From an optimization exercise on the open Yosys and OpenROAD flow, aimed at small area; shortcuts taken in it are not production practice.
RTL that was checked went through simulation tests only; none was proved equivalent to the original.
Only the layout flow was run in run 5; the RTL was not checked for function there.
Power is estimated from default activity; no workload was simulated.

**design.v**
```verilog
module execute(EXE_NPC, EXE_CSRFD, EXE_ALU1, EXE_ALU2, EXE_IR,
               EXE_V, EXE_RFD, MEM_NPC, MEM_ALU_RESULT, MEM_IR,
               MEM_SR2, MEM_SR1, MEM_V, MEM_CSRFD, MEM_RFD, clk, V_MEM_STALL, MEM_ECALL, EXE_ECALL, RESET,
               V_AGEX_BR_STALL, EXE_IR_OLD, V_AGEX_TRAP_STALL);
input clk;
input EXE_V;
input V_MEM_STALL;
input RESET;
input EXE_ECALL;
input [31:0] EXE_IR;
input [63:0] EXE_NPC, EXE_CSRFD, EXE_ALU1, EXE_ALU2;
input [63:0] EXE_RFD;
output reg MEM_ECALL;
output reg [31:0] MEM_IR;
output [31:0] EXE_IR_OLD;
output reg [63:0] MEM_NPC, MEM_ALU_RESULT, MEM_SR2, MEM_SR1,
                  MEM_CSRFD, MEM_RFD;
output reg MEM_V;
output V_AGEX_BR_STALL;
output V_AGEX_TRAP_STALL;
wire [6:0] op = EXE_IR[6:0];
wire [2:0] f3 = EXE_IR[14:12];
wire b30 = EXE_IR[30];
assign V_AGEX_BR_STALL = (op == 7'b1100011) | (op == 7'b1101111) | (op == 7'b1100111);
assign V_AGEX_TRAP_STALL = (EXE_IR[27:0] == 28'h0000073);
assign EXE_IR_OLD = EXE_IR;
wire load = EXE_V & ~V_MEM_STALL & ~RESET;
wire isLUI  = (op == 7'b0110111);
wire isAUI  = (op == 7'b0010111);
wire isPC   = (op == 7'b0000011) | (op == 7'b0100011) | (op == 7'b1101111) | (op == 7'b1100111);
wire isOPI  = (op == 7'b0010011);
wire isOP   = (op == 7'b0110011);
wire isOPIW = (op == 7'b0011011);
wire isOPW  = (op == 7'b0111011);
wire rr = isOPI | isOP;
wire ww = isOPIW | isOPW;
wire f0 = (f3 == 3'd0);
wire f1 = (f3 == 3'd1);
wire f5 = (f3 == 3'd5);
wire selAdd64 = isLUI | isAUI | isPC | (rr & f0);
wire selAddW  = ww & f0;
wire selLt    = rr & (f3[2:1] == 2'b01);
wire selXorOr = rr & ((f3 == 3'd4) | (f3 == 3'd6));
wire selAndOr = rr & ((f3 == 3'd7) | (f3 == 3'd6));
wire selR64   = rr & f5;
wire selL64   = rr & f1;
wire selRW    = ww & f5 & ~(isOPW & b30);
wire selLW    = ww & (f1 | (isOPW & f5 & b30));
wire upd      = selAdd64 | selAddW | selLt | selXorOr | selAndOr |
                selR64 | selL64 | selRW | selLW;
wire sub    = ((isOP | isOPW) & f0 & b30) | selLt;
wire ltSign = ~f3[0];
wire left   = selL64 | selLW;
wire arith  = isOPIW & f5 & b30;
wire word   = ww;
reg [63:0] orp;
integer i, l;
always @* begin
    orp = EXE_NPC;
    for (l = 0; l < 6; l = l + 1)
        for (i = 2; i < 64; i = i + 1)
            if (((i - 2) >> l) & 1)
                orp[i] = orp[i] | orp[((((i - 2) >> l) << l) - 1) + 2];
end
wire [63:0] npcm4;
assign npcm4[1:0] = EXE_NPC[1:0];
assign npcm4[2] = ~EXE_NPC[2];
genvar k;
generate for (k = 3; k < 64; k = k + 1) begin : g_dec
    assign npcm4[k] = ~(EXE_NPC[k] ^ orp[k-1]);
end endgenerate
wire useA1 = ~isPC & ~isLUI;
wire [63:0] A = ({64{isPC}} & npcm4) | ({64{useA1}} & EXE_ALU1);
wire [63:0] B = EXE_ALU2;
wire [63:0] Bx = B ^ {64{sub}};
wire [63:0] p0 = A ^ Bx;
wire [63:0] g0 = A & Bx;
reg [63:0] G, P;
always @* begin
    G = g0;
    P = p0;
    G[0] = g0[0] | (p0[0] & sub);
    for (l = 0; l < 6; l = l + 1)
        for (i = 0; i < 64; i = i + 1)
            if ((i >> l) & 1) begin
                G[i] = G[i] | (P[i] & G[((i >> l) << l) - 1]);
                P[i] = P[i] & P[((i >> l) << l) - 1];
            end
end
wire [63:0] carry = {G[62:0], sub};
wire [63:0] sum = p0 ^ carry;
wire cout = G[63];
wire ltu = ~cout;
wire lt = ltSign ? ((A[63] ^ B[63]) ? A[63] : ltu) : ltu;
wire [5:0] sh = {EXE_ALU2[5] & ~word, EXE_ALU2[4:0]};
wire [63:0] x;
generate for (k = 0; k < 64; k = k + 1) begin : g_sx
    if (k < 32) begin : lo
        assign x[k] = left ? A[63-k] : A[k];
    end else begin : hi
        assign x[k] = left ? A[63-k] : (arith ? A[31] : A[k]);
    end
end endgenerate
wire [63:0] r1 = sh[0] ? {1'b0,  x[63:1]}  : x;
wire [63:0] r2 = sh[1] ? {2'b0,  r1[63:2]} : r1;
wire [63:0] r3 = sh[2] ? {4'b0,  r2[63:4]} : r2;
wire [63:0] r4 = sh[3] ? {8'b0,  r3[63:8]} : r3;
wire [63:0] r5 = sh[4] ? {16'b0, r4[63:16]} : r4;
wire [63:0] R  = sh[5] ? {32'b0, r5[63:32]} : r5;
wire [63:0] Rrev;
generate for (k = 0; k < 64; k = k + 1) begin : g_rv
    assign Rrev[k] = R[63-k];
end endgenerate
wire gAdd64 = load & selAdd64;
wire gAddW  = load & selAddW;
wire gAddLo = gAdd64 | gAddW;
wire gLt    = load & selLt;
wire gXO    = load & selXorOr;
wire gAO    = load & selAndOr;
wire gR64   = load & selR64;
wire gL64   = load & selL64;
wire gRlo   = gR64 | (load & selRW);
wire gLlo   = gL64 | (load & selLW);
wire [63:0] res;
assign res[31:0] = ({32{gAddLo}} & sum[31:0]) | ({32{gXO}} & p0[31:0]) |
                   ({32{gAO}} & g0[31:0]) | ({32{gRlo}} & R[31:0]) |
                   ({32{gLlo}} & Rrev[31:0]) | {31'd0, gLt & lt};
assign res[63:32] = ({32{gAdd64}} & sum[63:32]) | ({32{gAddW & sum[31]}}) |
                    ({32{gXO}} & p0[63:32]) | ({32{gAO}} & g0[63:32]) |
                    ({32{gR64}} & R[63:32]) | ({32{gL64}} & Rrev[63:32]);
wire hold = load & ~upd;
wire c1 = load & (EXE_IR[13:12] == 2'b01);
wire c2 = load & (EXE_IR[13:12] == 2'b10);
wire [63:0] csr = ({64{c1 | c2}} & EXE_RFD) | ({64{c2}} & EXE_ALU1);
always @(posedge clk) begin
    MEM_NPC   <= {64{load}} & EXE_NPC;
    MEM_ECALL <= load & EXE_ECALL;
    MEM_IR    <= {32{load}} & EXE_IR;
    MEM_SR1   <= {64{load}} & EXE_ALU1;
    MEM_SR2   <= {64{load}} & EXE_ALU2;
    MEM_CSRFD <= {64{load}} & EXE_CSRFD;
    MEM_RFD   <= csr;
    MEM_V     <= load;
    MEM_ALU_RESULT <= res | ({64{hold}} & MEM_ALU_RESULT);
end
endmodule
```
**standard.sh**
```bash
#!/bin/bash
# synth_recipe.tcl (not shown) runs the flow's synth.tcl, then flattens the netlist and writes it again
# the make line also repeats each setting of config.mk as NAME=value (left out here)
make -C /OpenROAD-flow-scripts/flow DESIGN_CONFIG=/design/flow/config.mk WORK_HOME=/design/flow/orfs CLKGATE_MAP_FILE= SYNTH_SCRIPT=/design/flow/synth_recipe.tcl "${@:-finish}"
```
**flow/run.sh**
```bash
#!/bin/bash
# The standard layout with three changes:
#  - synthesis maps with an area-oriented ABC script (flow/abc_area.script);
#    everything else in ORFS's scripts folder is used unchanged (copied);
#  - buffers that ABC inserted are removed at floorplan (REMOVE_ABC_BUFFERS);
#  - port buffers use sky130_fd_sc_hd__buf_1 instead of clkdlybuf4s50_1.
set -euo pipefail
cd "$(dirname "${BASH_SOURCE[0]}")/.."
rm -rf scripts_local
cp -r "$FLOW_HOME/scripts" scripts_local
cp flow/abc_area.script scripts_local/abc_area.script
cat >> config.mk <<'EOC'
export BUFFER_PORTS_ARGS = -buffer_cell sky130_fd_sc_hd__buf_1
export REMOVE_ABC_BUFFERS = 1
EOC
bash standard.sh SCRIPTS_DIR="$PWD/scripts_local" finish > standard_make.log 2>&1
```
**config.mk**
```make
export PLATFORM = sky130hd
export DESIGN_NAME = execute
export DESIGN_NICKNAME = execute
export VERILOG_FILES = /design/flow/design.v
export SDC_FILE = /design/flow/constraint.sdc
export NUM_CORES = 4
export LEC_CHECK = 0
export ABC_AREA = 1
export CAP_MARGIN = 20
export CORE_AREA = 3 3 277 277
export CTS_BUF_LIST = sky130_fd_sc_hd__clkbuf_8
export CTS_CLUSTER_DIAMETER = 60
export CTS_CLUSTER_SIZE = 16
export DIE_AREA = 0 0 280 280
export GPL_TIMING_DRIVEN = 0
export SLEW_MARGIN = 20
export BUFFER_PORTS_ARGS = -buffer_cell sky130_fd_sc_hd__buf_1
export REMOVE_ABC_BUFFERS = 1
```
**constraint.sdc**
```tcl
create_clock -name core_clock -period 8.5 [get_ports {clk}]
set_input_delay 1.7000 -clock core_clock [delete_from_list [all_inputs] [get_ports {clk}]]
set_output_delay 1.7000 -clock core_clock [all_outputs]
set_load 0.01 [all_outputs]
```
**flow/abc_area.script**
```
strash
&get -n
&st
&syn2
&dch
&nf -R 20 -p
&st
&syn2
&dch
&nf -R 20 -p
&st
&dch
&nf -R 20 -p
&put
```
==> flow_summary.json, run 1 <==
{
  "dp_hpwl_um": 94010,
  "area_delta_synth_final_pct": 30.02,
  "antenna_found_initial": 30,
  "critPathSlowestCell": "o21ai_1",
  "p_int_uw": 3072,
  "numCtsBuffers": 47,
  "hold_ws_ps": 492.1,
  "finalHoldViolCount": 0,
  "layout-drive-gt1-share": 0.06322,
  "setup_viol": 0,
  "first_pass_iters": 8,
  "synth-seq-cells": 418,
  "synth_edf_count": 0,
  "finalNetCount": 3864,
  "ant_nets": 0,
  "num-fill-cells": 7761,
  "sequentialPowerShare": 0.434,
  "grt_pass1_wl_um": 160700,
  "synth_ff_type": "dfxtp_1",
  "critPathMaxStageDelay_ps": 600,
  "hold_class": "flop to flop",
  "slew-limit-headroom": 0.2442,
  "worst_pin_slew_ps": 1122,
  "insertion_delay_ps": 660,
  "syn_inst": 2535,
  "yosysSeqAreaShare": 0.3907,
  "drt_wl_total_um": 117300,
  "startpoint_type": "input port",
  "leakage_uw": 0.01042,
  "num_io_pins": 809,
  "path_buf_inv": 4,
  "start_util": 0.2906,
  "routedWlPerCell_um": 26.44,
  "syn_area_per_cell_um2": 8.450,
  "fin_crit_ps": 8278,
  "design.core.area_mm2": 0.07370,
  "p_total_uw": 4656,
  "dp.cells": 4319,
  "path_class": "input port to flop",
  "fmax_mhz": 120.8,
  "cts.sinks": 418,
  "track_usage": 0.2813,
  "worstPathArrival_ps": 8780,
  "drv_slew": 0,
  "worstPathRequired_ps": 9000,
  "grt_pass1_vias": 22237,
  "grt_max_degree": 120,
  "io_buffers": 808,
  "p_sw_uw": 1583,
  "overflow": 0,
  "critPathCaptureType": "flop",
  "final_cells": 4436,
  "dr_total_vias": 24104,
  "cap_violations": 0,
  "crit_family": "compound AO/OA/AOI/OAI gates",
  "place_congestion": 0.9998,
  "fp.dieH_um": 280,
  "viasPerCell": 5.434,
  "die_w_um": 280,
  "cts-root-buf": "clkbuf_8",
  "fin_ws_ps": 221.8,
  "die_area_mm2": 0.07840,
  "switching_share": 0.3401,
  "combPwrFrac": 0.209,
  "p_clk_frac": 0.357,
  "async_reset_ff_frac": 0,
  "power.density_mw_per_mm2": 167.2,
  "cts_tree": "done",
  "cts.clk_slew.worst_paths_ps": 100,
  "yosys_warnings": 1,
  "syn_area_mm2": 0.02142,
  "vdd_ir_drop_max_v": 0.0001302,
  "drc": 0,
  "rows": 99,
  "synth_cell_type_count": 61,
  "htree_levels": 2,
  "pre_cts_ws_ps": -2245,
  "hold_buffers": 0,
  "period_share": 0.9739,
  "finClkSkew_ps": 0,
  "clockBufferDepth": 3,
  "cp_max_fo": 4,
  "drt_iter0_markers": 2763,
  "yosys.area.top_type": "dfxtp_1",
  "netlist_top_cells_area": "dfxtp_1 (39%), and2_0 (8.5%), o21ai_0 (5.8%)",
  "yosysTopAreaCellShare": 0.3907,
  "status": "complete, no violations"
}
[cell usage after synthesis, drive strengths merged, types with 11 or more instances]
master,instances
nand3,35
buf,32
nor3,51
nand4,14
mux2,15
and2,290
nand2,266
xnor2,88
nor4,17
nor2,220
o22ai,11
or3,14
clkinv,54
a22oi,20
o31ai,13
o21a,31
a21oi,230
dfxtp,418
a22o,84
nor2b,26
a211oi,13
xor2,22
a222oi,30
o221ai,11
o21ai,247
a21o,19
mux2i,62
ha,70
[metal layers]
layer | vias to the layer above | track usage | part of all wire
li1 | 10993 | - | -
met3 | 205 | 0.08129 | 0.12
met5 | - | 0 | 0.00067
met2 | 1446 | 0.4249 | 0.43
met1 | 11446 | 0.3806 | 0.42
met4 | 14 | 0.1020 | 0.036
[power by group through the flow]
stage	Clock [µW]	Sequential (µW)	Combinational (µW)
after floorplan	0	2090	451
after global placement	0	2060	916
after detailed placement	0	2060	920
after CTS	1700	2020	937
after global routing	1770	2020	1040
final	1660	2020	974
[final timing paths]
check | startpoint | endpoint | slack (ps) | cells past startpoint
max | EXE_NPC[2] | MEM_ALU_RESULT[55] | 220 | 31
min | MEM_ALU_RESULT[28] | MEM_ALU_RESULT[28] | 490 | 2
max reg2reg | MEM_ALU_RESULT[44] | MEM_ALU_RESULT[44] | 7170 | 4
min reg2reg | MEM_ALU_RESULT[28] | MEM_ALU_RESULT[28] | 490 | 2
[state kept, by name (all words and copies together) (netlist names)]
name / cells
MEM_V: 1
MEM_SR1: 64
MEM_RFD: 64
MEM_NPC: 64
MEM_CSRFD: 64
MEM_ECALL: 1
MEM_ALU_RESULT: 64
MEM_IR: 32
MEM_SR2: 64
[worst reg2reg max path: stages (launching register included)]
cell,delay [ps]
dfxtp_1,330
a222oi_1,300
o311ai_0,230
a21oi_1,170
o21ai_0,140
[layout make-up]
cell class | instances | area, µm² | area share
clock buffer | 50 | 688.2 | 0.02471
multi-input combinational | 2033 | 12970 | 0.4656
tap | 959 | 1200 | 0.04308
sequential | 418 | 8368 | 0.3005
timing repair buffer | 878 | 3944 | 0.1416
clock inverter | 31 | 444.2 | 0.01595
inverter | 54 | 207.7 | 0.007458
antenna | 13 | 32.53 | 0.001168
[metrics by stage]
step / cell area [µm²] / utilization / TNS, ps
final: 27850 / 0.3779 / 0
after global routing: 27830 / 0.3775 / -40.49
after CTS: 27610 / 0.3746 / 0
after detailed placement: 26310 / 0.3570 / -106470
after global placement: 25410 / 0.3448 / -1741280
after floorplan: 21180 / - / -85900
[timing repair]
| action | CTS | global route |
|---|---|---|
| pin swaps | 7 | 10 |
| cloned | 2 | 0 |
| buffers inserted | 8 | 13 |
| gates resized for setup | 29 | 35 |
| endpoints found under the setup margin | 64 | 38 |
[cell usage in the layout (no fill, tap or decap), types with 10 or more instances in the layout]
| master | Yosys | final |
|---|---|---|
| buf_12 | 0 | 14 |
| ha_1 | 70 | 68 |
| o22ai_1 | 11 | 11 |
| nor2_1 | 220 | 214 |
| o31ai_1 | 13 | 12 |
| nand2_1 | 266 | 265 |
| a21oi_1 | 230 | 222 |
| o21ai_0 | 247 | 224 |
| mux2_1 | 15 | 15 |
| o21a_1 | 31 | 30 |
| clkinv_1 | 54 | 53 |
| nor4_1 | 17 | 12 |
| a21o_1 | 19 | 19 |
| mux2i_1 | 62 | 62 |
| nand4_1 | 14 | 14 |
| a22oi_1 | 20 | 18 |
| o211ai_1 | 10 | 10 |
| buf_1 | 0 | 801 |
| a222oi_1 | 30 | 30 |
| a22o_1 | 84 | 84 |
| diode_2 | 0 | 13 |
| xnor2_1 | 88 | 88 |
| o21ai_1 | 0 | 12 |
| nand3_1 | 35 | 33 |
| dfxtp_1 | 418 | 418 |
| buf_4 | 32 | 35 |
| clkbuf_8 | 0 | 50 |
| buf_2 | 0 | 14 |
| a211oi_1 | 13 | 11 |
| buf_16 | 0 | 10 |
| o221ai_1 | 11 | 11 |
| nor2b_1 | 26 | 23 |
| or3_1 | 14 | 13 |
| xor2_1 | 22 | 22 |
| and2_0 | 290 | 287 |
| nor3_1 | 51 | 46 |
[kinds of logic after synthesis]
| logic type | count (synthesis) | share of synthesized area |
|---|---|---|
| flops | 418 | 0.3907 |
| mux | 77 | 0.03686 |
| xor+xnor | 110 | 0.04498 |
| compound gates | 792 | 0.2348 |
| buf+inv | 86 | 0.02068 |
| fa+ha+maj | 75 | 0.04556 |
| simple gates | 977 | 0.2265 |
==> inputs of run 2 (changes only) <==
==> flow/run.sh (replaced) <==
#!/bin/bash
# The standard layout with these changes:
#  - synthesis maps with an area-oriented ABC script (flow/abc_area.script);
#    everything else in ORFS's scripts folder is used unchanged (copied);
#  - buffers that ABC inserted are removed at floorplan (REMOVE_ABC_BUFFERS);
#  - port buffers use sky130_fd_sc_hd__buf_1 instead of clkdlybuf4s50_1;
set -euo pipefail
cd "$(dirname "${BASH_SOURCE[0]}")/.."
rm -rf scripts_local
cp -r "$FLOW_HOME/scripts" scripts_local
cp flow/abc_area.script scripts_local/abc_area.script
cat >> config.mk <<'EOC'
export BUFFER_PORTS_ARGS = -buffer_cell sky130_fd_sc_hd__buf_1
export REMOVE_ABC_BUFFERS = 1
export CTS_ARGS = -sink_clustering_enable -repair_clock_nets -dont_use_dummy_load -sink_clustering_size 16 -sink_clustering_max_diameter 60 -buf_list sky130_fd_sc_hd__clkbuf_8
EOC
bash standard.sh SCRIPTS_DIR="$PWD/scripts_local" finish > standard_make.log 2>&1
==> flow/abc_area.script (replaced) <==
strash
&get -n
&st
&syn2
&dch
&nf -R 5 -p
&st
&syn2
&dch
&nf -R 5 -p
&st
&dch
&nf -R 5 -p
&put
--- a/config.mk
+++ b/config.mk
@@ -16,3 +16,4 @@
 export SLEW_MARGIN = 20
 export BUFFER_PORTS_ARGS = -buffer_cell sky130_fd_sc_hd__buf_1
 export REMOVE_ABC_BUFFERS = 1
+export CTS_ARGS = -sink_clustering_enable -repair_clock_nets -dont_use_dummy_load -sink_clustering_size 16 -sink_clustering_max_diameter 60 -buf_list sky130_fd_sc_hd__clkbuf_8
==> run 2 against run 1 <==
  * Highest routed layer unchanged
  * Largest power group unchanged
  * Still clean
  * Non-clock buffer count down 9
  * Sequential power hardly changed
  * Critical path depth fell by 1
  * Largest cell class unchanged
==> flow_summary.json, run 2 <==
{
  "status": "complete, no violations",
  "start_util": 0.2943,
  "die_w_um": 280,
  "place_congestion": 1.001,
  "drt_iter0_markers": 2947,
  "yosys.area.top_type": "dfxtp_1",
  "dr_total_vias": 23946,
  "synth_edf_count": 0,
  "drc": 0,
  "vdd_ir_drop_max_v": 0.0001060,
  "layout_common_cells": "buf_1 (799), dfxtp_1 (418), and2_0 (290), nand2_1 (250), a21oi_1 (210)",
  "cts_tree": "done",
  "rows": 99,
  "synth-seq-cells": 418,
  "layout-drive-gt1-share": 0.05050,
  "path_class": "input port to flop",
  "synth_common_cells": "dfxtp_1 (418), and2_0 (291), nand2_1 (251), a21oi_1 (213), o21ai_0 (206)",
  "async_reset_ff_frac": 0,
  "rsz0062_at_grt": "yes",
  "synth.most_common_cell": "dfxtp_1",
  "grt_pass1_vias": 22183,
  "synth_cell_type_count": 65,
  "cp_max_fo": 7,
  "yosysTopAreaCellShare": 0.3858,
  "critPathCaptureType": "flop",
  "hold_class": "flop to flop",
  "fin_area_mm2": 0.02766,
  "setup_viol": 0,
  "antenna_found_initial": 18,
  "yosysSeqAreaShare": 0.3858,
  "grt_max_degree": 108,
  "fp.dieH_um": 280,
  "hold_buffers": 0,
  "insertion_delay_ps": 650,
  "ant_nets": 0,
  "fmax_mhz": 121.2,
  "fin_crit_ps": 8250,
  "die_area_mm2": 0.07840,
  "layout.cells.most_common": "buf_1",
  "worstPathRequired_ps": 9080,
  "finalHoldViolCount": 0,
  "power.density_mw_per_mm2": 153.3,
  "design.core.area_mm2": 0.07370,
  "dpl_cell_area_mm2": 0.02661,
  "first_pass_iters": 8,
  "drv_slew": 0,
  "slew-limit-headroom": 0.1870,
  "critPathMaxStageDelay_ps": 560,
  "grt_pass1_wl_um": 166500,
  "finClkSkew_ps": 0,
  "startpoint_type": "input port",
  "syn_inst": 2521,
  "viasPerCell": 5.478,
  "area_delta_synth_final_pct": 27.54,
  "crit_top_cell": "o21ai_0",
  "worstPathArrival_ps": 8830,
  "yosys_warnings": 1,
  "worst_pin_slew_ps": 1220,
  "synth_ff_type": "dfxtp_1",
  "routedWlPerCell_um": 28.05,
  "io_buffers": 808,
  "clockBufferDepth": 3,
  "netlist_top_cells_area": "dfxtp_1 (39%), and2_0 (8.4%), a21oi_1 (4.9%)",
  "num_io_pins": 809,
  "dp_hpwl_um": 99460,
  "htree_levels": 2,
  "critPathSlowestCell": "or4b_1",
  "p_total_uw": 4242,
  "cts.sinks": 418,
  "numCtsBuffers": 47,
  "drt_wl_total_um": 122600,
  "syn_area_mm2": 0.02169,
  "leakage_uw": 0.01031,
  "finalNetCount": 3840,
  "cts-root-buf": "clkbuf_8",
  "overflow": 0,
  "cts.clk_slew.worst_paths_ps": 100,
  "syn_area_per_cell_um2": 8.603,
  "num-fill-cells": 7809,
  "track_usage": 0.2946,
  "period_share": 0.9706,
  "cap_violations": 0
}
==> run 2: changes by cell type in the layout (fill, tap and decap cells not counted), sizes merged, moves of 17 or more <==
cell / before / now
o21ai: 247 / 206
inv: 18 / 1
nor2: 220 / 195
mux2i: 62 / 80
o211ai: 10 / 28
a21oi: 230 / 213
==> run 2: where the power goes <==
part	leakage (µW)	internal [µW]	switching, µW	total (µW)
registers	0.00340	2010	14.0	2020
clock network	0.000338	489	727	1220
logic	0.00658	315	690	1010
==> run 2: routing by layer <==
metal,share of wire,global-route usage
met3,0.099,0.07447
met5,0.00061,0
met4,0.048,0.1203
met2,0.45,0.4728
met1,0.40,0.3776
==> run 2: timing repair <==
| item | CTS | global route |
|---|---|---|
| gates cloned | 1 | 0 |
| resized for setup | 30 | 27 |
| endpoints found under the setup margin | 64 | 42 |
| setup buffers | 6 | 11 |
| pin swaps | 3 | 7 |
==> run 2: final timing paths <==
| path | startpoint | to | slack [ps] | depth (start not counted) |
|---|---|---|---|---|
| min | MEM_ALU_RESULT[18] | MEM_ALU_RESULT[18] | 490 | 2 |
| max reg2reg | MEM_ALU_RESULT[52] | MEM_ALU_RESULT[52] | 7240 | 3 |
| max | EXE_NPC[2] | MEM_ALU_RESULT[1] | 250 | 30 |
| min reg2reg | MEM_ALU_RESULT[18] | MEM_ALU_RESULT[18] | 490 | 2 |
==> run 2: cell families after synthesis <==
kind of cell / after synthesis / share of synthesized area
flip-flops: 418 / 0.3858
AO/OA/AOI/OAI: 785 / 0.2363
AND/OR/NAND/NOR: 939 / 0.2182
buffers and inverters: 92 / 0.02146
adder cells (fa/ha/maj): 75 / 0.04500
XOR/XNOR: 106 / 0.04281
multiplexers: 106 / 0.05042
==> run 2: layout make-up <==
cell class              count  area, µm²  area share
multi-input cells        2012      13250      0.4791
flip-flops and latches    418       8368      0.3025
repair buffers            869       3945      0.1426
well taps                 959       1200     0.04338
clock buffers              47      646.9     0.02339
inverters                  60      232.7    0.008413
diodes                      6      15.01   0.0005428
==> run 2: worst max-delay path: cells and delay by family <==
kind                       cells  cell delay (ps)
and+or+nand+nor               10             2780
AOI/OAI and AO/OA             11             2780
buffers and inverters          8             1380
adders and majority gates      1              160
==> run 2: per-stage QoR <==
step	hold WS (ps)	util	setup TNS [ps]	std cells	setup WS (ps)
4_1_cts	498.4	0.3721	0	4353	88.49
2_1_floorplan	520.6	-	-82990	2489	-1664
3_5_place_dp	482.3	0.3611	-87020	4299	-2388
3_3_place_gp	468.0	0.3484	-1992560	4256	-10190
6_report	491.1	0.3753	0	4371	250.0
5_1_grt	530.5	0.3752	-101.7	4367	-66.70
==> inputs of run 3 (changes only) <==
==> flow/abc_area.script (replaced) <==
strash
&get -n
&st
&syn2
&dch
&nf -R 20 -p
&st
&syn2
&dch
&nf -R 20 -p
&st
&dch
&nf -R 20 -p
&put
--- a/config.mk
+++ b/config.mk
@@ -13,6 +13,7 @@
 export CTS_CLUSTER_SIZE = 16
 export DIE_AREA = 0 0 280 280
 export GPL_TIMING_DRIVEN = 0
+export SETUP_SLACK_MARGIN = 0.1
 export SLEW_MARGIN = 20
 export BUFFER_PORTS_ARGS = -buffer_cell sky130_fd_sc_hd__buf_1
 export REMOVE_ABC_BUFFERS = 1
==> run 3 against run 2 <==
  * Design area fell by 1.0%
  * Routed wire length fell by 4.3%
  * Maximum frequency fell by 0.17%
  * Combinational power barely moved
  * Sequential share of layout area rose by 0.31 points
  * Via count barely moved
  * Synthesized cell count rose by 0.56%
  * Die area did not move
  * Critical endpoint is now MEM_ALU_RESULT[0]
  * Highest routed layer unchanged
==> flow_summary.json, run 3 <==
{
  "die_w_um": 280,
  "drt_iter0_markers": 2857,
  "synth_edf_count": 0,
  "worstPathArrival_ps": 8730,
  "grt.busiest_layer": "met2",
  "viasPerCell": 5.440,
  "fin_ws_ps": 235.7,
  "drt_wl_total_um": 117300,
  "finClkSkew_ps": 0,
  "critPathCaptureType": "flop",
  "period_share": 0.9723,
  "clockBufferDepth": 3,
  "yosysTopAreaCellShare": 0.3907,
  "path_class": "input port to flop",
  "tns_ps": 0,
  "layout.cells.most_common": "buf_1",
  "fin_crit_ps": 8264,
  "hold_buffers": 0,
  "synth.most_common_cell": "dfxtp_1",
  "r2r-end": "MEM_ALU_RESULT[52]",
  "cts.clk_slew.worst_paths_ps": 90,
  "cts-root-buf": "clkbuf_8",
  "worstPathRequired_ps": 8960,
  "syn_inst": 2535,
  "hold_ws_ps": 489.9,
  "rows": 99,
  "worst_pin_slew_ps": 1187,
  "drv_slew": 0,
  "layout-drive-gt1-share": 0.05596,
  "seq_area_mm2": 0.008368,
  "yosysSeqAreaShare": 0.3907,
  "antenna_found_initial": 29,
  "multi_input_area_mm2": 0.01297,
  "numCtsBuffers": 47,
  "insertion_delay_ps": 620,
  "cts_tree": "done",
  "start_util": 0.2906,
  "design.core.area_mm2": 0.07370,
  "timing.rr.start": "MEM_ALU_RESULT[52]",
  "routedWlPerCell_um": 26.65,
  "synth-seq-cells": 418,
  "endpoint": "MEM_ALU_RESULT[0]",
  "yosys_warnings": 1,
  "die_area_mm2": 0.07840,
  "r2r_slack_ps": 7170,
  "synth_cell_type_count": 61,
  "num_io_pins": 809,
  "first_pass_iters": 7,
  "netlist_top_cells_area": "dfxtp_1 (39%), and2_0 (8.5%), o21ai_0 (5.8%)",
  "drc": 0,
  "rsz0062_at_grt": "yes",
  "vdd_ir_drop_max_v": 0.0001150,
  "grt.met2_usage": 0.4292,
  "area_delta_synth_final_pct": 27.81,
  "grt.met1_usage": 0.3818,
  "async_reset_ff_frac": 0,
  "critPathMaxStageDelay_ps": 550,
  "r2r_cells": 3,
  "num-fill-cells": 7811,
  "dr_total_vias": 23953,
  "finalNetCount": 3865,
  "io_buffers": 808,
  "place_congestion": 0.9998,
  "startpoint_type": "input port",
  "yosys.area.top_type": "dfxtp_1",
  "fmax_mhz": 121.0,
  "crit_start": "EXE_NPC[2]",
  "slew-limit-headroom": 0.2004,
  "htree_levels": 2,
  "power.density_mw_per_mm2": 153.5,
  "synth_common_cells": "dfxtp_1 (418), and2_0 (290), nand2_1 (266), o21ai_0 (247), a21oi_1 (230)",
  "syn_area_mm2": 0.02142,
  "setup_viol": 0,
  "status": "complete, no violations",
  "grt_pass1_vias": 22213,
  "dp_hpwl_um": 94010,
  "grt_max_degree": 120,
  "cts.sinks": 418,
  "layout_common_cells": "buf_1 (801), dfxtp_1 (418), and2_0 (287), nand2_1 (264), o21ai_0 (224)",
  "critPathSlowestCell": "or4b_4",
  "cp_max_fo": 5,
  "grt_pass1_wl_um": 160800,
  "hold_class": "flop to flop",
  "dp.cells": 4319,
  "leakage_uw": 0.01019,
  "pre_cts_ws_ps": -2245,
  "overflow": 0,
  "track_usage": 0.2814,
  "fp.dieH_um": 280,
  "synth_ff_type": "dfxtp_1",
  "cap_violations": 0,
  "final_cells": 4403,
  "finalHoldViolCount": 0,
  "ant_nets": 0,
  "syn_area_per_cell_um2": 8.450,
  "gr-usage-met3": 0.07863
}
## run 3: routing by layer
| metal | up-vias | routed length [µm] |
|---|---|---|
| li1 | 10956 | - |
| met2 | 1406 | 50870 |
| met3 | 200 | 13060 |
| met1 | 11377 | 49260 |
| met4 | 14 | 4046 |
| met5 | - | 80 |
## run 3: layout make-up
cell class / count / area share
antenna: 13 / 0.001188
inverter: 54 / 0.007586
multi-input combinational: 2033 / 0.4738
sequential: 418 / 0.3057
timing repair buffer: 879 / 0.1443
clock buffer: 47 / 0.02363
tap: 959 / 0.04383
## run 3: kinds of logic (layout without fill, tap and decap cells)
logic type                 count (synthesis)  count (layout)  synth area share
DFF                                      418             418            0.3907
other                                      0              13                 0
xor gates and xnor gates                 110             110           0.04498
AOI/OAI and AO/OA                        792             792            0.2348
muxes                                     77              77           0.03686
buffers and inverters                     86             980           0.02068
adders and majority gates                 75              75           0.04556
and+or+nand+nor                          977             979            0.2265
## run 3: metrics by stage
step             util  area, µm²  total power, µW
2_1_floorplan       -      21180             2539
4_1_cts        0.3681      27130             4196
3_5_place_dp   0.3570      26310             2984
3_3_place_gp   0.3448      25410             2979
6_report       0.3715      27380             4201
5_1_grt        0.3711      27350             4371
## run 3: repair_timing
action | 4_1_cts | 5_1_grt
setup buffers | 8 | 14
setup endpoints to repair | 64 | 49
cloned | 2 | 0
gates resized for setup | 31 | 38
pin swaps | 7 | 11
## run 3: worst min path at each step
| stage | slack (ps) | start | depth (start not counted) | to |
|---|---|---|---|---|
| floorplan | 520 | MEM_ALU_RESULT[28] | 2 | MEM_ALU_RESULT[28] |
| global placement | 460 | MEM_ALU_RESULT[28] | 2 | MEM_ALU_RESULT[28] |
| detailed placement | 470 | MEM_ALU_RESULT[28] | 2 | MEM_ALU_RESULT[28] |
| CTS | 490 | MEM_ALU_RESULT[28] | 2 | MEM_ALU_RESULT[28] |
| global route | 550 | MEM_ALU_RESULT[29] | 2 | MEM_ALU_RESULT[29] |
| finish | 490 | MEM_ALU_RESULT[28] | 2 | MEM_ALU_RESULT[28] |
## run 3: critical path: cells and delay by family
kind	cells	cell delay [ps]
buf+inv	5	760
simple gates	13	3110
compound gates	12	2520
fa+ha+maj	2	580
## run 3: power breakdown
group,leakage [µW],total (µW),switching [µW],internal [µW]
Sequential,0.00340,2020,14.6,2010
Clock,0.000338,1210,717,488
Combinational,0.00645,976,668,308
==> inputs of run 4 (changes only) <==
--- a/config.mk
+++ b/config.mk
@@ -13,7 +13,7 @@
 export CTS_CLUSTER_SIZE = 16
 export DIE_AREA = 0 0 280 280
 export GPL_TIMING_DRIVEN = 0
-export SETUP_SLACK_MARGIN = 0.1
+export SETUP_SLACK_MARGIN = 0.25
 export SLEW_MARGIN = 20
 export BUFFER_PORTS_ARGS = -buffer_cell sky130_fd_sc_hd__buf_1
 export REMOVE_ABC_BUFFERS = 1
==> run 4 against run 3 <==
  * Still clean on timing, DRC and antenna
  * Sequential power barely moved
  * Sequential share of layout area fell by 0.056 points
  * Utilization rose by 0.068 points
  * Die area did not move
==> flow_summary.json, run 4 <==
{
  "rows": 99,
  "syn_area_per_cell_um2": 8.450,
  "die_w_um": 280,
  "finClkSkew_ps": 0,
  "startpoint_type": "input port",
  "worstPathArrival_ps": 8670,
  "fmax_mhz": 123.0,
  "crit_top_cell": "buf_4",
  "clockBufferDepth": 3,
  "fin_area_mm2": 0.02743,
  "async_reset_ff_frac": 0,
  "grt_pass1_wl_um": 160800,
  "synth_common_cells": "dfxtp_1 (418), and2_0 (290), nand2_1 (266), o21ai_0 (247), a21oi_1 (230)",
  "start_util": 0.2906,
  "status": "complete, no violations",
  "worstPathRequired_ps": 9040,
  "synth_cell_type_count": 61,
  "critPathMaxStageDelay_ps": 550,
  "dp_hpwl_um": 94010,
  "synth_edf_count": 0,
  "ant_nets": 0,
  "drv_slew": 0,
  "antenna_found_initial": 29,
  "num_io_pins": 809,
  "fp.dieH_um": 280,
  "layout-drive-gt1-share": 0.05769,
  "design.core.area_mm2": 0.07370,
  "yosysSeqAreaShare": 0.3907,
  "rsz0062_at_grt": "yes",
  "r2r-end": "MEM_ALU_RESULT[44]",
  "cts_tree": "done",
  "fin_crit_ps": 8130,
  "critPathSlowestCell": "or4b_4",
  "cts.clk_slew.worst_paths_ps": 90,
  "hold_class": "flop to flop",
  "multi_input_area_mm2": 0.01300,
  "routedWlPerCell_um": 26.62,
  "numCtsBuffers": 47,
  "htree_levels": 2,
  "grt_pass1_vias": 22231,
  "path_class": "input port to flop",
  "yosys_warnings": 1,
  "r2r_slack_ps": 7170,
  "syn_area_mm2": 0.02142,
  "r2r_cells": 4,
  "seq_area_mm2": 0.008368,
  "leakage_uw": 0.01020,
  "synth_ff_type": "dfxtp_1",
  "timing.rr.start": "MEM_ALU_RESULT[44]",
  "place_congestion": 0.9998,
  "first_pass_iters": 6,
  "track_usage": 0.2815,
  "pre_cts_ws_ps": -2245,
  "fin_ws_ps": 370.4,
  "period_share": 0.9564,
  "area_delta_synth_final_pct": 28.04,
  "yosys.area.top_type": "dfxtp_1",
  "cts-root-buf": "clkbuf_8",
  "hold_buffers": 0,
  "cap_violations": 0,
  "critPathCaptureType": "flop",
  "layout.cells.most_common": "buf_1",
  "utilization": 0.3721,
  "power.density_mw_per_mm2": 153.3,
  "drt_iter0_markers": 2840,
  "io_buffers": 808,
  "viasPerCell": 5.439,
  "slew-limit-headroom": 0.2052,
  "hold_start": "MEM_ALU_RESULT[28]",
  "overflow": 0,
  "cp_max_fo": 4,
  "insertion_delay_ps": 620,
  "grt_max_degree": 120,
  "holdPathEnd": "MEM_ALU_RESULT[28]",
  "whs_path_depth": 2,
  "num-fill-cells": 7815,
  "finalNetCount": 3866,
  "synth.most_common_cell": "dfxtp_1",
  "layout_common_cells": "buf_1 (801), dfxtp_1 (418), and2_0 (286), nand2_1 (264)",
  "drc": 0,
  "syn_inst": 2535,
  "die_area_mm2": 0.07840,
  "yosysTopAreaCellShare": 0.3907,
  "dpl_cell_area_mm2": 0.02631,
  "hold_ws_ps": 493.8,
  "vdd_ir_drop_max_v": 0.0001138,
  "setup_viol": 0,
  "netlist_top_cells_area": "dfxtp_1 (39%), and2_0 (8.5%), o21ai_0 (5.8%)",
  "cts.sinks": 418,
  "finalHoldViolCount": 0,
  "dr_total_vias": 23974,
  "synth-seq-cells": 418,
  "drt_wl_total_um": 117400,
  "worst_pin_slew_ps": 1180
}
run 4: cell counts after synthesis:
Identical to the previous run, type by type.
run 4: power by group:
group / switching [µW] / leakage, µW / internal (µW)
combinational: 670 / 0.00646 / 311
sequential: 14.6 / 0.00340 / 2010
clock: 715 / 0.000338 / 488
run 4: layout make-up:
class	instances	area share
clock buffer	47	0.02358
timing repair buffer	880	0.1445
inverter	54	0.007573
multi-input combinational	2033	0.4740
antenna	17	0.001551
sequential	418	0.3051
tap	959	0.04375
run 4: worst max-delay path, delay by kind of cell:
family,cells,cell delay [ps]
AND/OR/NAND/NOR,12,2750
AO/OA/AOI/OAI,12,2920
buffers and inverters,5,700
adder cells (fa/ha/maj),2,520
XOR/XNOR,1,90
run 4: worst max-delay path by stage:
stage                from            endpoint  slack, ps
2_1_floorplan   EXE_IR[3]   MEM_ALU_RESULT[0]      -2010
3_3_place_gp        EXE_V  MEM_ALU_RESULT[44]      -9800
4_1_cts         EXE_IR[4]   MEM_ALU_RESULT[0]        170
5_1_grt        EXE_NPC[2]  MEM_ALU_RESULT[63]        130
3_5_place_dp   EXE_NPC[2]  MEM_ALU_RESULT[18]      -2250
6_report       EXE_NPC[2]  MEM_ALU_RESULT[63]        370
run 4: per-layer routing:
metal  vias to the layer above  GRT usage  wire, µm
met2                      1416     0.4271     50630
met3                       197    0.08179     13790
met5                         -          0        80
met1                     11381     0.3807     48530
met4                        14    0.09780      4319
li1                      10966          -         -
run 4: logic make-up after synthesis:
kind of cell / Yosys count / share of synthesized area
AO/OA/AOI/OAI: 792 / 0.2348
multiplexers: 77 / 0.03686
AND/OR/NAND/NOR: 977 / 0.2265
adder cells (fa/ha/maj): 75 / 0.04556
buffers and inverters: 86 / 0.02068
XOR/XNOR: 110 / 0.04498
flip-flops: 418 / 0.3907
run 4: stage by stage:
step	TNS (ps)	instances	power, µW
after floorplan	-85900	2503	2539
after global placement	-1741280	4270	2979
after detailed placement	-106470	4319	2984
after CTS	0	4380	4198
after global routing	0	4394	4377
final	0	4408	4204
run 4: repair_timing:
item,4_1_cts,5_1_grt
resized for setup,34,47
gates cloned,2,0
pin swaps,8,13
setup endpoints to repair,64,48
buffers inserted,12,11
==> inputs of run 5 (changes only) <==
--- a/design.v
+++ b/design.v
@@ -96,9 +96,9 @@
 wire [63:0] x;
 generate for (k = 0; k < 64; k = k + 1) begin : g_sx
     if (k < 32) begin : lo
-        assign x[k] = left ? A[63-k] : A[k];
+        assign x[k] = left ? EXE_ALU1[63-k] : EXE_ALU1[k];
     end else begin : hi
-        assign x[k] = left ? A[63-k] : (arith ? A[31] : A[k]);
+        assign x[k] = left ? EXE_ALU1[63-k] : (arith ? EXE_ALU1[31] : EXE_ALU1[k]);
     end
 end endgenerate
 wire [63:0] r1 = sh[0] ? {1'b0,  x[63:1]}  : x;
--- a/config.mk
+++ b/config.mk
@@ -13,7 +13,6 @@
 export CTS_CLUSTER_SIZE = 16
 export DIE_AREA = 0 0 280 280
 export GPL_TIMING_DRIVEN = 0
-export SETUP_SLACK_MARGIN = 0.25
 export SLEW_MARGIN = 20
 export BUFFER_PORTS_ARGS = -buffer_cell sky130_fd_sc_hd__buf_1
 export REMOVE_ABC_BUFFERS = 1
==> run 5 against run 4 <==
  * Non-clock buffer count increased by 26
  * Clock power about the same
  * Synthesized cell count decreased by 1.4%
  * Via count decreased by 4.3%
  * Largest power group unchanged
  * Critical endpoint is now MEM_ALU_RESULT[62]
  * Count of clock-buffer cells in the layout decreased by 1
  * Highest routed layer unchanged
  * The layout now fails its checks (negative setup slack)
  * Area after synthesis decreased by 0.21%
  * Sequential share of layout area decreased by 0.45 points
==> flow_summary.json, run 5 <==
{
  "status": "complete, but fails checks",
  "violations": "negative setup slack",
  "place_congestion": 0.9982,
  "overflow": 0,
  "critPathMaxStageDelay_ps": 540,
  "p_int_uw": 2804,
  "die_area_mm2": 0.07840,
  "worst_pin_slew_ps": 1169,
  "r2r-end": "MEM_ALU_RESULT[20]",
  "syn_area_per_cell_um2": 8.554,
  "seq_area_mm2": 0.008368,
  "hold_ws_ps": 483.3,
  "crit_start": "EXE_NPC[2]",
  "viasPerCell": 5.231,
  "setup_viol": 2,
  "worstPathRequired_ps": 9030,
  "dr_total_vias": 22943,
  "switching_share": 0.3216,
  "startpoint_type": "input port",
  "insertion_delay_ps": 630,
  "worstPathArrival_ps": 9100,
  "drt_iter0_markers": 2200,
  "multi_input_area_mm2": 0.01312,
  "cts-root-buf": "clkbuf_8",
  "htree_levels": 2,
  "fin_area_mm2": 0.02784,
  "dp_hpwl_um": 82930,
  "combPwrFrac": 0.225,
  "path_class": "input port to flop",
  "drc": 0,
  "syn_inst": 2499,
  "start_util": 0.2900,
  "layout-drive-gt1-share": 0.06903,
  "sequentialPowerShare": 0.488,
  "slew-limit-headroom": 0.2205,
  "num_io_pins": 809,
  "rows": 99,
  "period_share": 1.008,
  "netlist_top_cells_area": "dfxtp_1 (39%), and2_0 (8.3%), nand2_1 (5.9%)",
  "yosysSeqAreaShare": 0.3915,
  "fmax_mhz": 116.7,
  "finalNetCount": 3854,
  "design.core.area_mm2": 0.07370,
  "vdd_ir_drop_max_v": 0.0001086,
  "grt_pass1_wl_um": 147300,
  "io_buffers": 808,
  "yosys_warnings": 1,
  "cap_violations": 0,
  "synth_edf_count": 0,
  "num-fill-cells": 7756,
  "p_clk_frac": 0.287,
  "leakage_uw": 0.01078,
  "routedWlPerCell_um": 23.81,
  "numCtsBuffers": 46,
  "synth_ff_type": "dfxtp_1",
  "die_w_um": 280,
  "finClkSkew_ps": 0,
  "drt_wl_total_um": 104400,
  "synth_cell_type_count": 62,
  "grt_pass1_vias": 21720,
  "async_reset_ff_frac": 0,
  "endpoint": "MEM_ALU_RESULT[62]",
  "critPathCaptureType": "flop",
  "p_sw_uw": 1329,
  "fin_crit_ps": 8572,
  "cts.clk_slew.worst_paths_ps": 80,
  "track_usage": 0.2512,
  "r2r_slack_ps": 7130,
  "critPathSlowestCell": "or4_4",
  "clockBufferDepth": 3,
  "cts_tree": "done",
  "ant_nets": 0,
  "drv_slew": 0,
  "antenna_found_initial": 11,
  "synth-seq-cells": 418,
  "power.density_mw_per_mm2": 148.5,
  "fin_ws_ps": -72.22,
  "cts.sinks": 418,
  "yosys.area.top_type": "dfxtp_1",
  "yosysTopAreaCellShare": 0.3915,
  "layout_common_cells": "buf_1 (799), dfxtp_1 (418), nand2_1 (331), and2_0 (281), o21ai_0 (200)",
  "grt_max_degree": 106,
  "area_delta_synth_final_pct": 30.25,
  "fp.dieH_um": 280,
  "finalHoldViolCount": 0,
  "crit_top_cell": "or4_4",
  "cp_max_fo": 5,
  "first_pass_iters": 9,
  "hold_class": "flop to flop",
  "synth_common_cells": "dfxtp_1 (418), nand2_1 (335), and2_0 (284), o21ai_0 (211), nor2_1 (192)",
  "synth.most_common_cell": "dfxtp_1",
  "rsz0062_at_grt": "yes",
  "layout.cells.most_common": "buf_1",
  "hold_buffers": 0,
  "syn_area_mm2": 0.02138,
  "r2r_cells": 4,
  "dpl_cell_area_mm2": 0.02628,
  "timing.rr.start": "MEM_ALU_RESULT[20]"
}
-- run 5: cell types whose count changed in the layout (fill, tap and decap cells not counted), sizes merged, moves of 14 or more --
cell	before	now
a21oi	230	190
a222oi	30	44
and3	3	20
buf	880	905
clkinv	54	40
mux2i	62	95
nand2	266	335
nand2b	8	28
nand3	35	21
nor2	220	192
o21a	31	15
o21ai	247	211
-- run 5: how the worst min path moves through the flow --
stage          cells after the start  slack (ps)                  to          startpoint
2_1_floorplan                      2         500  MEM_ALU_RESULT[59]  MEM_ALU_RESULT[59]
3_3_place_gp                       2         450  MEM_ALU_RESULT[59]  MEM_ALU_RESULT[59]
3_5_place_dp                       2         460  MEM_ALU_RESULT[59]  MEM_ALU_RESULT[59]
4_1_cts                            2         480  MEM_ALU_RESULT[59]  MEM_ALU_RESULT[59]
5_1_grt                            2         510  MEM_ALU_RESULT[57]  MEM_ALU_RESULT[57]
6_report                           2         480  MEM_ALU_RESULT[57]  MEM_ALU_RESULT[57]
-- run 5: power by group through the flow --
stage	clock, µW	combinational [µW]	sequential (µW)
global route	1310	1000	2020
finish	1190	930	2020
floorplan	0	420	2090
detailed placement	0	855	2060
CTS	1240	893	2020
global placement	0	849	2060
-- run 5: routing by layer --
| metal | GRT usage | part of all wire | vias up |
|---|---|---|---|
| met4 | 0.09432 | 0.036 | 6 |
| met1 | 0.3155 | 0.41 | 10902 |
| li1 | - | - | 10820 |
| met5 | 0 | 0.00028 | - |
| met3 | 0.05275 | 0.078 | 184 |
| met2 | 0.4232 | 0.47 | 1031 |
-- run 5: kinds of logic after synthesis --
| group | synth area share |
|---|---|
| muxes | 0.05502 |
| buffers and inverters | 0.01879 |
| xor gates and xnor gates | 0.04302 |
| DFF | 0.3915 |
| adders and majority gates | 0.04659 |
| AOI/OAI and AO/OA | 0.2163 |
| and+or+nand+nor | 0.2288 |
-- run 5: final cells by class --
class / count / area share
Multi-Input combinational cell: 2006 / 0.4713
Clock buffer: 46 / 0.02274
Tap cell: 959 / 0.04310
Timing Repair Buffer: 906 / 0.1551
Inverter: 43 / 0.006471
Sequential cell: 418 / 0.3006
Antenna cell: 8 / 0.0007190
-- run 5: what timing repair did --
action	in CTS	in global routing
buffers inserted	57	19
resized for setup	72	41
cloned	0	0
setup endpoints to repair	21	17
pin swaps	54	46
-- run 5: metrics by stage --
step | utilization | setup WS (ps) | total power [µW] | TNS (ps) | cells
detailed placement | 0.3566 | -3927 | 2918 | -52560 | 4267
floorplan | - | -2517 | 2507 | -82780 | 2467
global placement | 0.3442 | -6660 | 2910 | -1565650 | 4234
finish | 0.3778 | -72.22 | 4134 | -134.5 | 4386
global route | 0.3777 | -340.6 | 4338 | -757.5 | 4383
CTS | 0.3743 | -469.3 | 4153 | -1647 | 4365
-- run 5: critical path, delay by kind of cell --
kind,cells,cell delay (ps)
AO/OA/AOI/OAI,6,1180
adder cells (fa/ha/maj),2,340
buffers and inverters,3,320
AND/OR/NAND/NOR,23,5530
==> inputs of run 6 (changes only) <==
--- a/design.v
+++ b/design.v
@@ -96,9 +96,9 @@
 wire [63:0] x;
 generate for (k = 0; k < 64; k = k + 1) begin : g_sx
     if (k < 32) begin : lo
-        assign x[k] = left ? EXE_ALU1[63-k] : EXE_ALU1[k];
+        assign x[k] = left ? A[63-k] : A[k];
     end else begin : hi
-        assign x[k] = left ? EXE_ALU1[63-k] : (arith ? EXE_ALU1[31] : EXE_ALU1[k]);
+        assign x[k] = left ? A[63-k] : (arith ? A[31] : A[k]);
     end
 end endgenerate
 wire [63:0] r1 = sh[0] ? {1'b0,  x[63:1]}  : x;
--- a/flow/run.sh
+++ b/flow/run.sh
@@ -12,6 +12,6 @@
 cat >> config.mk <<'EOC'
 export BUFFER_PORTS_ARGS = -buffer_cell sky130_fd_sc_hd__buf_1
 export REMOVE_ABC_BUFFERS = 1
-export CTS_ARGS = -sink_clustering_enable -repair_clock_nets -dont_use_dummy_load -sink_clustering_size 16 -sink_clustering_max_diameter 60 -buf_list sky130_fd_sc_hd__clkbuf_8
+export CTS_ARGS = -sink_clustering_enable -repair_clock_nets -dont_use_dummy_load -sink_clustering_size 16 -sink_clustering_max_diameter 100 -buf_list sky130_fd_sc_hd__clkbuf_8
 EOC
 bash standard.sh SCRIPTS_DIR="$PWD/scripts_local" finish > standard_make.log 2>&1
==> config.mk (replaced) <==
export PLATFORM = sky130hd
export DESIGN_NAME = execute
export DESIGN_NICKNAME = execute
export VERILOG_FILES = /design/flow/design.v
export SDC_FILE = /design/flow/constraint.sdc
export NUM_CORES = 4
export LEC_CHECK = 0
export ABC_AREA = 1
export CAP_MARGIN = 20
export CORE_AREA = 3 3 277 277
export CTS_BUF_LIST = sky130_fd_sc_hd__clkbuf_8
export CTS_CLUSTER_DIAMETER = 100
export CTS_CLUSTER_SIZE = 16
export DIE_AREA = 0 0 280 280
export GPL_TIMING_DRIVEN = 0
export SETUP_SLACK_MARGIN = 0.25
export SLEW_MARGIN = 20
export BUFFER_PORTS_ARGS = -buffer_cell sky130_fd_sc_hd__buf_1
export REMOVE_ABC_BUFFERS = 1
export CTS_ARGS = -sink_clustering_enable -repair_clock_nets -dont_use_dummy_load -sink_clustering_size 16 -sink_clustering_max_diameter 100 -buf_list sky130_fd_sc_hd__clkbuf_8
==> run 6 against run 5 <==
  * The run now finishes clean
  * Global-route usage rose by 3.0 points
  * Sequential cell count did not move
  * Utilization fell by 0.57 points
  * Sequential share of layout area rose by 0.46 points
  * Maximum frequency rose by 6.2%
  * Critical path depth fell by 1
  * Final cell count rose by 0.14%
  * Largest cell class unchanged
==> flow_summary.json, run 6 <==
{
  "start_util": 0.2906,
  "num_io_pins": 809,
  "antenna_found_initial": 28,
  "grt.met1_usage": 0.3777,
  "grt.busiest_layer": "met2",
  "synth-simple-area-share": 0.2265,
  "drv_slew": 0,
  "hold_class": "flop to flop",
  "htree_levels": 2,
  "tns_ps": 0,
  "syn_inst": 2535,
  "insertion_delay_ps": 610,
  "final_cells": 4392,
  "synth-seq-cells": 418,
  "r2r-end": "MEM_ALU_RESULT[44]",
  "io_buffers": 808,
  "area_delta_synth_final_pct": 28.03,
  "r2r_slack_ps": 7150,
  "grt_pass1_vias": 22024,
  "rows": 99,
  "synth_compound_area_frac": 0.2348,
  "hold_start": "MEM_ALU_RESULT[28]",
  "viasPerCell": 5.433,
  "layout_common_cells": "buf_1 (801), dfxtp_1 (418), and2_0 (286), nand2_1 (264), o21ai_0 (214)",
  "synth.most_common_cell": "dfxtp_1",
  "cp_max_fo": 6,
  "first_pass_iters": 6,
  "yosys.area.top_type": "dfxtp_1",
  "finClkSkew_ps": 0,
  "netlist_top_cells_area": "dfxtp_1 (39%), and2_0 (8.5%), o21ai_0 (5.8%)",
  "multi_input_area_mm2": 0.01317,
  "routedWlPerCell_um": 26.81,
  "dr_total_vias": 23863,
  "synth_edf_count": 0,
  "gr-usage-met3": 0.08812,
  "startpoint_type": "input port",
  "seq_area_mm2": 0.008368,
  "overflow": 0,
  "period_share": 0.9496,
  "synthMuxAreaShare": 0.03686,
  "syn_area_mm2": 0.02142,
  "worstPathRequired_ps": 9030,
  "grt.met2_usage": 0.4302,
  "vdd_ir_drop_max_v": 0.0001011,
  "leakage_uw": 0.01014,
  "utilization": 0.3721,
  "cts.clk_slew.worst_paths_ps": 110,
  "die_w_um": 280,
  "syn_area_per_cell_um2": 8.450,
  "holdPathEnd": "MEM_ALU_RESULT[28]",
  "slew-limit-headroom": 0.2175,
  "grt_pass1_wl_um": 160700,
  "clockBufferDepth": 3,
  "critPathMaxStageDelay_ps": 540,
  "layout.cells.most_common": "buf_1",
  "crit_start": "EXE_NPC[2]",
  "dp_hpwl_um": 94010,
  "cts-root-buf": "clkbuf_8",
  "critPathCaptureType": "flop",
  "synth_top_family_by_area": "compound AO/OA/AOI/OAI gates",
  "synth-xor-area-share": 0.04498,
  "fmax_mhz": 123.9,
  "grt_max_degree": 120,
  "fin_crit_ps": 8072,
  "cap_violations": 0,
  "yosys_warnings": 1,
  "whs_path_depth": 2,
  "r2r_cells": 4,
  "synthAdderAreaFrac": 0.04556,
  "num-fill-cells": 7809,
  "finalHoldViolCount": 0,
  "critPathSlowestCell": "or4b_4",
  "place_congestion": 0.9998,
  "numCtsBuffers": 35,
  "die_area_mm2": 0.07840,
  "dp.cells": 4319,
  "rsz0062_at_grt": "yes",
  "synth_common_cells": "dfxtp_1 (418), and2_0 (290), nand2_1 (266), o21ai_0 (247), a21oi_1 (230)",
  "design.core.area_mm2": 0.07370,
  "cts_tree": "done",
  "yosysTopAreaCellShare": 0.3907,
  "timing.rr.start": "MEM_ALU_RESULT[44]",
  "worst_pin_slew_ps": 1162,
  "worstPathArrival_ps": 8600,
  "yosysSeqAreaShare": 0.3907,
  "status": "complete, no violations",
  "cts.sinks": 418,
  "synth_ff_type": "dfxtp_1",
  "hold_buffers": 0,
  "drt_wl_total_um": 117700,
  "async_reset_ff_frac": 0,
  "fp.dieH_um": 280,
  "track_usage": 0.2815,
  "setup_viol": 0,
  "layout-drive-gt1-share": 0.06462,
  "path_class": "input port to flop",
  "drt_iter0_markers": 2751,
  "finalNetCount": 3854,
  "drc": 0,
  "ant_nets": 0,
  "synth_cell_type_count": 61,
  "p_total_uw": 4081,
  "power.density_mw_per_mm2": 148.8
}
run 6: worst max-delay path: cells and delay by family:
kind            cells  cell delay, ps
compound gates     13            3090
buf+inv             5             710
fa+ha+maj           2             600
simple gates       12            2390
xor+xnor            1              80
run 6: cell families (layout without fill, tap and decap cells):
group	after synthesis	in the layout
fa+ha+maj	75	75
flops	418	418
xor+xnor	110	110
simple gates	977	979
compound gates	792	792
other cells	0	13
mux	77	77
buf+inv	86	969
run 6: what timing repair did:
action / CTS / global route
setup endpoints to repair: 64 / 53
setup buffers: 12 / 11
resized for setup: 35 / 91
cloned: 2 / 0
pin swaps: 11 / 19
run 6: stage by stage:
step	worst slack (ps)	hold WS [ps]	cell area [µm²]
2_1_floorplan	-2008	516.4	21180
3_3_place_gp	-9799	464.6	25410
3_5_place_dp	-2245	467.4	26310
4_1_cts	256.8	492.9	27010
5_1_grt	205.7	558.1	27400
6_report	428.3	505.7	27420
run 6: layout make-up:
class	count	area share
Sequential cell	418	0.3051
Multi-Input combinational cell	2033	0.4803
Antenna cell	13	0.001186
Timing Repair Buffer	880	0.1445
Inverter	54	0.007574
Tap cell	959	0.04375
Clock buffer	35	0.01757
run 6: where the power goes:
part           total, µW  switching, µW  internal, µW
Sequential          2020           14.6          2000
Combinational        991            676           315
Clock               1070            699           371
run 6: worst max-delay path by stage:
stage / endpoint / slack, ps / cells past startpoint
6_report: MEM_ALU_RESULT[0] / 430 / 33
5_1_grt: MEM_ALU_RESULT[0] / 210 / 36
4_1_cts: MEM_ALU_RESULT[62] / 260 / 25
3_5_place_dp: MEM_ALU_RESULT[18] / -2250 / 27
3_3_place_gp: MEM_ALU_RESULT[44] / -9800 / 9
2_1_floorplan: MEM_ALU_RESULT[0] / -2010 / 26
run 6: per-layer routing:
layer,share of wire,wire length (µm)
met1,0.41,48430
met2,0.43,51060
met5,0.00059,69
met4,0.034,4012
met3,0.12,14160
==> inputs of run 7 (changes only) <==
--- a/config.mk
+++ b/config.mk
@@ -13,7 +13,7 @@
 export CTS_CLUSTER_SIZE = 16
 export DIE_AREA = 0 0 280 280
 export GPL_TIMING_DRIVEN = 0
-export SETUP_SLACK_MARGIN = 0.25
+export SETUP_SLACK_MARGIN = 0.12
 export SLEW_MARGIN = 20
 export BUFFER_PORTS_ARGS = -buffer_cell sky130_fd_sc_hd__buf_1
 export REMOVE_ABC_BUFFERS = 1
==> run 7 against run 6 <==
  * Global-route usage is essentially flat
  * Design area decreased by 0.69%
  * Clock power about the same
  * Die area did not move
  * Critical path type unchanged
==> flow_summary.json, run 7 <==
{
  "status": "complete, no violations",
  "sequentialPowerShare": 0.497,
  "synth_edf_count": 0,
  "area_delta_synth_final_pct": 27.14,
  "synth.most_common_cell": "dfxtp_1",
  "cp_max_fo": 6,
  "fmax_mhz": 121.7,
  "synth_common_cells": "dfxtp_1 (418), and2_0 (290), nand2_1 (266), o21ai_0 (247), a21oi_1 (230)",
  "die_w_um": 280,
  "cts-root-buf": "clkbuf_8",
  "ant_nets": 0,
  "htree_levels": 2,
  "numCtsBuffers": 35,
  "async_reset_ff_frac": 0,
  "cts.sinks": 418,
  "p_total_uw": 4066,
  "clockBufferDepth": 3,
  "crit_start": "EXE_NPC[2]",
  "design.core.area_mm2": 0.07370,
  "p_int_uw": 2686,
  "yosys.area.top_type": "dfxtp_1",
  "synth-seq-cells": 418,
  "worstPathArrival_ps": 8730,
  "grt_max_degree": 120,
  "power.density_mw_per_mm2": 149.3,
  "yosysSeqAreaShare": 0.3907,
  "yosysTopAreaCellShare": 0.3907,
  "crit_family": "simple AND/OR/NAND/NOR gates",
  "rsz0062_at_grt": "yes",
  "routedWlPerCell_um": 26.69,
  "timing.rr.start": "MEM_ALU_RESULT[44]",
  "first_pass_iters": 8,
  "rows": 99,
  "setup_viol": 0,
  "num_io_pins": 809,
  "fin_ws_ps": 286.0,
  "layout-drive-gt1-share": 0.05440,
  "p_sw_uw": 1380,
  "start_util": 0.2906,
  "path_class": "input port to flop",
  "viasPerCell": 5.428,
  "combPwrFrac": 0.241,
  "place_congestion": 0.9998,
  "synth_ff_type": "dfxtp_1",
  "layout_common_cells": "buf_1 (801), dfxtp_1 (418), and2_0 (287), nand2_1 (265)",
  "critPathCaptureType": "flop",
  "leakage_uw": 0.01010,
  "fin_crit_ps": 8214,
  "worstPathRequired_ps": 9020,
  "cts.clk_slew.worst_paths_ps": 110,
  "syn_area_per_cell_um2": 8.450,
  "netlist_top_cells_area": "dfxtp_1 (39%), and2_0 (8.5%), o21ai_0 (5.8%)",
  "cts_tree": "done",
  "finalHoldViolCount": 0,
  "dp_hpwl_um": 94010,
  "yosys_warnings": 1,
  "cap_violations": 0,
  "worst_pin_slew_ps": 1112,
  "critPathSlowestCell": "or4b_4",
  "path_buf_inv": 6,
  "overflow": 0,
  "fp.dieH_um": 280,
  "pre_cts_ws_ps": -2245,
  "finalNetCount": 3853,
  "drc": 0,
  "layout.cells.most_common": "buf_1",
  "drv_slew": 0,
  "grt_pass1_vias": 22013,
  "switching_share": 0.3394,
  "drt_wl_total_um": 117200,
  "track_usage": 0.2814,
  "finClkSkew_ps": 0,
  "vdd_ir_drop_max_v": 0.0001008,
  "synth_cell_type_count": 61,
  "insertion_delay_ps": 610,
  "drt_iter0_markers": 2605,
  "p_clk_frac": 0.263,
  "dr_total_vias": 23831,
  "syn_area_mm2": 0.02142,
  "hold_buffers": 0,
  "hold_start": "MEM_ALU_RESULT[28]",
  "startpoint_type": "input port",
  "grt_pass1_wl_um": 160600,
  "dpl_cell_area_mm2": 0.02631,
  "period_share": 0.9663,
  "fin_area_mm2": 0.02723,
  "antenna_found_initial": 28,
  "syn_inst": 2535,
  "slew-limit-headroom": 0.2507,
  "io_buffers": 808,
  "die_area_mm2": 0.07840,
  "critPathMaxStageDelay_ps": 550,
  "hold_class": "flop to flop"
}
## run 7: routing by layer
layer / vias up / track usage / routed length, µm
met5: - / 0 / 69
met4: 12 / 0.09110 / 4008
met3: 193 / 0.08695 / 13100
met2: 1398 / 0.4293 / 50860
met1: 11298 / 0.3782 / 49150
li1: 10930 / - / -
## run 7: metrics by stage
step           hold slack, ps    util  std cells  TNS (ps)
3_3_place_gp            464.6  0.3448       4270  -1741280
4_1_cts                 492.9  0.3660       4364         0
2_1_floorplan           516.4       -       2503    -85900
3_5_place_dp            467.4  0.3570       4319   -106470
6_report                499.7  0.3695       4390         0
5_1_grt                 558.1  0.3692       4381         0
## run 7: timing repair
action / CTS / global route
gates resized for setup: 33 / 44
pin swaps: 8 / 11
cloned: 2 / 0
endpoints found under the setup margin: 64 / 39
setup buffers: 8 / 14
## run 7: worst reg2reg max path, stage by stage (launching register included)
cell,delay [ps]
dfxtp_1,340
a222oi_1,290
o311ai_0,230
a21oi_1,170
o21ai_0,140
## run 7: kinds of logic after synthesis
| logic type | share of synthesized area |
|---|---|
| buffers and inverters | 0.02068 |
| muxes | 0.03686 |
| DFF | 0.3907 |
| AOI/OAI and AO/OA | 0.2348 |
| adders and majority gates | 0.04556 |
| and+or+nand+nor | 0.2265 |
| xor gates and xnor gates | 0.04498 |
## run 7: power groups by stage
stage	Combinational [µW]	Sequential, µW	Clock, µW
after floorplan	451	2090	0
after global placement	916	2060	0
after detailed placement	920	2060	0
after CTS	938	2020	1110
after global routing	1040	2020	1170
final	978	2020	1070
## run 7: path summary, 6_finish.rpt
kind,end,slack (ps),cells past startpoint
min reg2reg,MEM_ALU_RESULT[28],500,2
max,MEM_ALU_RESULT[62],290,29
min,MEM_ALU_RESULT[28],500,2
max reg2reg,MEM_ALU_RESULT[44],7180,4
## run 7: final cells by class
cell class | count | area [µm²]
fill | 7824 | 46470
multi-input combinational | 2033 | 13000
sequential | 418 | 8368
timing repair buffer | 879 | 3951
tap | 959 | 1200
clock buffer | 35 | 481.7
inverter | 54 | 207.7
antenna | 12 | 30.03

[what the ideal ports hide]
Ports are ideal in the flow. The routed layouts listed here were re-timed in OpenROAD.
Step 1 (the two cells are an assumption about what drives the block):
set clk [get_ports {clk}]
set_driving_cell -lib_cell sky130_fd_sc_hd__clkbuf_16 $clk
set_driving_cell -lib_cell sky130_fd_sc_hd__buf_2 [delete_from_list [all_inputs] $clk]
Step 2 also shifts input and output timing later by t, the mid clock arrival at the registers, as if the neighbouring blocks saw the same clock.
Three values: ideal ports, drivers, drivers and shift; two values: the first two.
run | t, ns | setup WS [ns] | worst setup path at the end | slew at the worst register clock pin (ns) | pins driven straight from the clock port
run 1 | 0.714 | 0.222 / 0.247 / -0.466 | input to register | 0.11 / 0.11 | 1
run 2 | 0.700 | 0.250 / 0.257 / -0.443 | input to register | 0.11 / 0.11 | 1
run 3 | 0.693 | 0.236 / 0.265 / -0.428 | input to register | 0.11 / 0.11 | 1
run 4 | 0.687 | 0.370 / 0.397 / -0.290 | input to register | 0.11 / 0.11 | 1
run 5 | 0.694 | -0.072 / -0.071 / -0.765 | input to register | 0.11 / 0.11 | 1
run 6 | 0.681 | 0.428 / 0.460 / -0.221 | input to register | 0.11 / 0.11 | 1
run 7 | 0.681 | 0.286 / 0.319 / -0.362 | input to register | 0.12 / 0.12 | 1
With both steps, setup timing fails in 6 of these runs, where it was met with ideal ports.
